This is an optimization exercise on Yosys and OpenROAD, whose aim is small area, not a production implementation. Only simulation tests tie the RTL to the original design; equivalence was not proved. No activity file was given, so power comes from the tool's default toggle rates.

== old ==
// CPU
module CPU (
    input  logic        clk, rst_n,
    output logic [13:0] imem_addr,
    input  logic [31:0] imem_rdata,
    output logic [13:0] dmem_addr,
    output logic [31:0] dmem_wdata,
    output logic        dmem_we,
    input  logic [31:0] dmem_rdata,
    input  logic [7:0]  switches1, switches2, switches3,
    input  logic        bt1, bt2, bt3, bt4, bt5,
    input  logic [4:0]  kb_idx,
    output logic [7:0]  led1_out, led2_out,
    output logic [31:0] seg1_out
);
Settings: LEC_CHECK=0, ABC_AREA=1, CAP_MARGIN=30, CORE_MARGIN=2, CORE_UTILIZATION=63, CTS_BUF_LIST=sky130_fd_sc_hd__clkbuf_8, CTS_CLUSTER_DIAMETER=60, CTS_CLUSTER_SIZE=14, PLACE_DENSITY=0.72, SLEW_MARGIN=30; clock period 200.0 ns.
standard.sh (not shown) runs the stock make flow with config.mk's settings and CLKGATE_MAP_FILE= SYNTH_SCRIPT=/design/flow/synth_recipe.tcl, a recipe that flattens the netlist after the stock synthesis.
==> flow/flow/run.sh <==
#!/bin/bash
# Layout flow: the standard ORFS flow (standard.sh), with two changes:
#  - synthesis runs ORFS's own ABC area script without its last buffering and
#    upsizing commands (flow/abc_area.script), which size gates for a 200 ps
#    target that this design's 200 ns clock does not need; registers are
#    mapped by the unchanged synthesis script before ABC runs, so they are
#    the standard synthesis's, with the same names and cells;
#  - the port buffers are sky130_fd_sc_hd__buf_1 cells.
# Every other step runs ORFS's own scripts unchanged. Each tool's full output
# goes to a log file in this folder (make.log, write_def.log) and ORFS's
# per-step logs under orfs/logs/.
set -euo pipefail
W=$(pwd)
rm -rf "$W/scripts_mod"
cp -r "$FLOW_HOME/scripts" "$W/scripts_mod"
cp "$W/flow/abc_area.script" "$W/scripts_mod/abc_area.script"
# standard.sh's make call, with the copied scripts and the port-buffer cell
sed -e "s#CLKGATE_MAP_FILE= #CLKGATE_MAP_FILE= SCRIPTS_DIR=$W/scripts_mod 'BUFFER_PORTS_ARGS=-buffer_cell sky130_fd_sc_hd__buf_1' #" \
    -e "s#^  openroad -no_init -exit \(.*\)\$#  openroad -no_init -exit \1 > $W/write_def.log 2>\&1#" \
    standard.sh > "$W/own_standard.sh"
grep -q "SCRIPTS_DIR=$W/scripts_mod" "$W/own_standard.sh"
bash "$W/own_standard.sh" > "$W/make.log" 2>&1
test -s "$W/out/final.def"
==> flow/flow/abc_area.script <==
strash
dch
map -B 0.9
topo
stime -c
dnsize -c
What new does differently from old at the input level:
-- flow/design.v --
<<< old, line 248
    logic        old_branch, old_actual;
    logic ph_p, ph_n;
    always_ff @(posedge clk) ph_p <= ~ph_p;
    always_ff @(negedge clk) ph_n <= ph_p;
    wire ph1 = ph_p ^ ph_n;
>>> new, line 248
    logic        old_branch, old_actual;
    logic ph_p, ph_n;
    always_ff @(posedge clk) ph_p <= !rst && !ph_p;
    always_ff @(negedge clk) ph_n <= ph_p;
    wire ph1 = ph_p ^ ph_n;
==> comparison <==
For new and old, there was not a single run that failed to finish clean.
[new] clock skew fell 0.027 ns relative to old
The proportion of synthesized area in mux cells was comparable across new and old.
NOTE: maximum number of pins on one net before global-route repair in new falls short of that of old
new gives less part of the power in registers than old did.
Between new and old, the routed wire length is higher for new.
new ended up with md.mr[20] as its critical path endpoint; old ended up with md.mr[30].
Power per unit of standard cell area went up by more than 10% going from old to new.
Between old and new, the buffer share of cell area does not differ in any meaningful way.
old → new: hold slack +0.010 ns, worst setup slack -1.60 ns, design area ~0 delta, path depth of the worst reg2reg path -3, count of clock-net buffers in the final layout -0.31%.

========
## run A
CPU, a different RTL version from the one above (not shown whole).
Size in the first run: ~12000 cells after synthesis, ~3600 flip-flops, about 210 I/O pins, roughly 170000 µm² of cells after synthesis.
==> flow/config.mk <==
export PLATFORM = sky130hd
export DESIGN_NAME = CPU
export DESIGN_NICKNAME = CPU
export VERILOG_FILES = /design/flow/design.v
export SDC_FILE = /design/flow/constraint.sdc
export NUM_CORES = 8
export LEC_CHECK = 0
export ABC_AREA = 1
export CAP_MARGIN = 20
export CORE_MARGIN = 2
export CORE_UTILIZATION = 60
export CTS_BUF_LIST = sky130_fd_sc_hd__clkbuf_8
export CTS_CLUSTER_DIAMETER = 60
export CTS_CLUSTER_SIZE = 14
export PLACE_DENSITY = 0.7
export SLEW_MARGIN = 20
==> flow/constraint.sdc <==
create_clock -name core_clock -period 200.0 [get_ports {clk}]
set_input_delay 40.0000 -clock core_clock [delete_from_list [all_inputs] [get_ports {clk}]]
set_output_delay 40.0000 -clock core_clock [all_outputs]
set_load 0.01 [all_outputs]
==> flow/flow/run.sh <==
#!/bin/bash
# Layout flow: the standard ORFS flow (standard.sh), with two changes:
#  - synthesis optimises the combinational logic with ABC's &deepsyn and maps
#    it with the area-oriented "&nf"
#    mapper (flow/abc_area.script) instead of "map"; registers are mapped by
#    the unchanged synthesis script before ABC runs, so they are the standard
#    synthesis's, with the same names and cells;
#  - the port buffers are sky130_fd_sc_hd__buf_1 cells.
# Every other step runs ORFS's own scripts unchanged. Each tool's full output
# goes to a log file in this folder (make.log, write_def.log) and ORFS's
# per-step logs under orfs/logs/.
set -euo pipefail
W=$(pwd)
rm -rf "$W/scripts_mod"
cp -r "$FLOW_HOME/scripts" "$W/scripts_mod"
cp "$W/flow/abc_area.script" "$W/scripts_mod/abc_area.script"
# standard.sh's make call, with the copied scripts and the port-buffer cell
sed -e "s#CLKGATE_MAP_FILE= #CLKGATE_MAP_FILE= SCRIPTS_DIR=$W/scripts_mod 'BUFFER_PORTS_ARGS=-buffer_cell sky130_fd_sc_hd__buf_1' #" \
    -e "s#^  openroad -no_init -exit \(.*\)\$#  openroad -no_init -exit \1 > $W/write_def.log 2>\&1#" \
    standard.sh > "$W/own_standard.sh"
grep -q "SCRIPTS_DIR=$W/scripts_mod" "$W/own_standard.sh"
bash "$W/own_standard.sh" > "$W/make.log" 2>&1
test -s "$W/out/final.def"
==> flow/flow/abc_area.script <==
strash
&get -n
&deepsyn -T 60
&put
&get -n
&dch -f
&nf -p -R 1000
&put
topo
stime -c
dnsize -c
Edits applied to the flow inputs when going from run A to run B:
--- a/flow/design.v
+++ b/flow/design.v
@@ -238,25 +238,25 @@
     logic        e_pred;
     logic [31:0] m_alu, m_d2;              
     logic [4:0]  m_rd;
     logic [2:0]  m_op;
     logic        m_we, m_re, m_rw;
     logic [31:0] w_data;                   
     logic [4:0]  w_rd;
     logic        w_rw;
     logic icache_stall, dcache_stall, hz_stall, predict_fail;
     logic [31:0] old_pc;
     logic        old_branch, old_actual;
     logic ph_p, ph_n;
-    always_ff @(posedge clk) ph_p <= !rst && !ph_p;
+    always_ff @(posedge clk) ph_p <= ~ph_p;
     always_ff @(negedge clk) ph_n <= ph_p;
     wire ph1 = ph_p ^ ph_n;
     logic [15:0] ic_v;
     logic [15:0][9:0]  ic_tag;
     logic [15:0][31:0] ic_dat;
     logic [1:0]  ic_rs;
     wire [3:0] ic_off = pc[5:2];
     wire [9:0] ic_t   = pc[15:6];
     wire unc_i = pc[31:16] == 16'h1c09;
     logic [15:0] ic_sel;
     for (genvar i = 0; i < 16; i++) begin : gics
         assign ic_sel[i] = ic_off == i;
--- outcome ---
- On total CTS buffers, the lower figure sits with run A, not run B.
- For run B, the worst-path cell with the longest stage delay was edfxtp_1, unlike run A, where it was and2_0.
- Run B gives less met3 layer wire length in the routed design than run A did.
- On area growth from synthesis to final layout, the lower figure sits with run A, not run B.
- The run showing the greater combinational power share is run A.
- [run B] number of iterations in the first detailed-routing pass rose 2 relative to run A
- Sort run A and run B by clock power share, ascending, and run A comes first.
- Between run A and run B, number of fill cells in the layout is lower for run A, run B comes in above that.
- Comparing the two runs side by side, run B comes out behind run A on headroom to the max-slew limit.
- Synthesized cell count (run B vs. run A) decreases slightly
- Re transition at the pin with the smallest max-transition slack: run A was lower than run B.
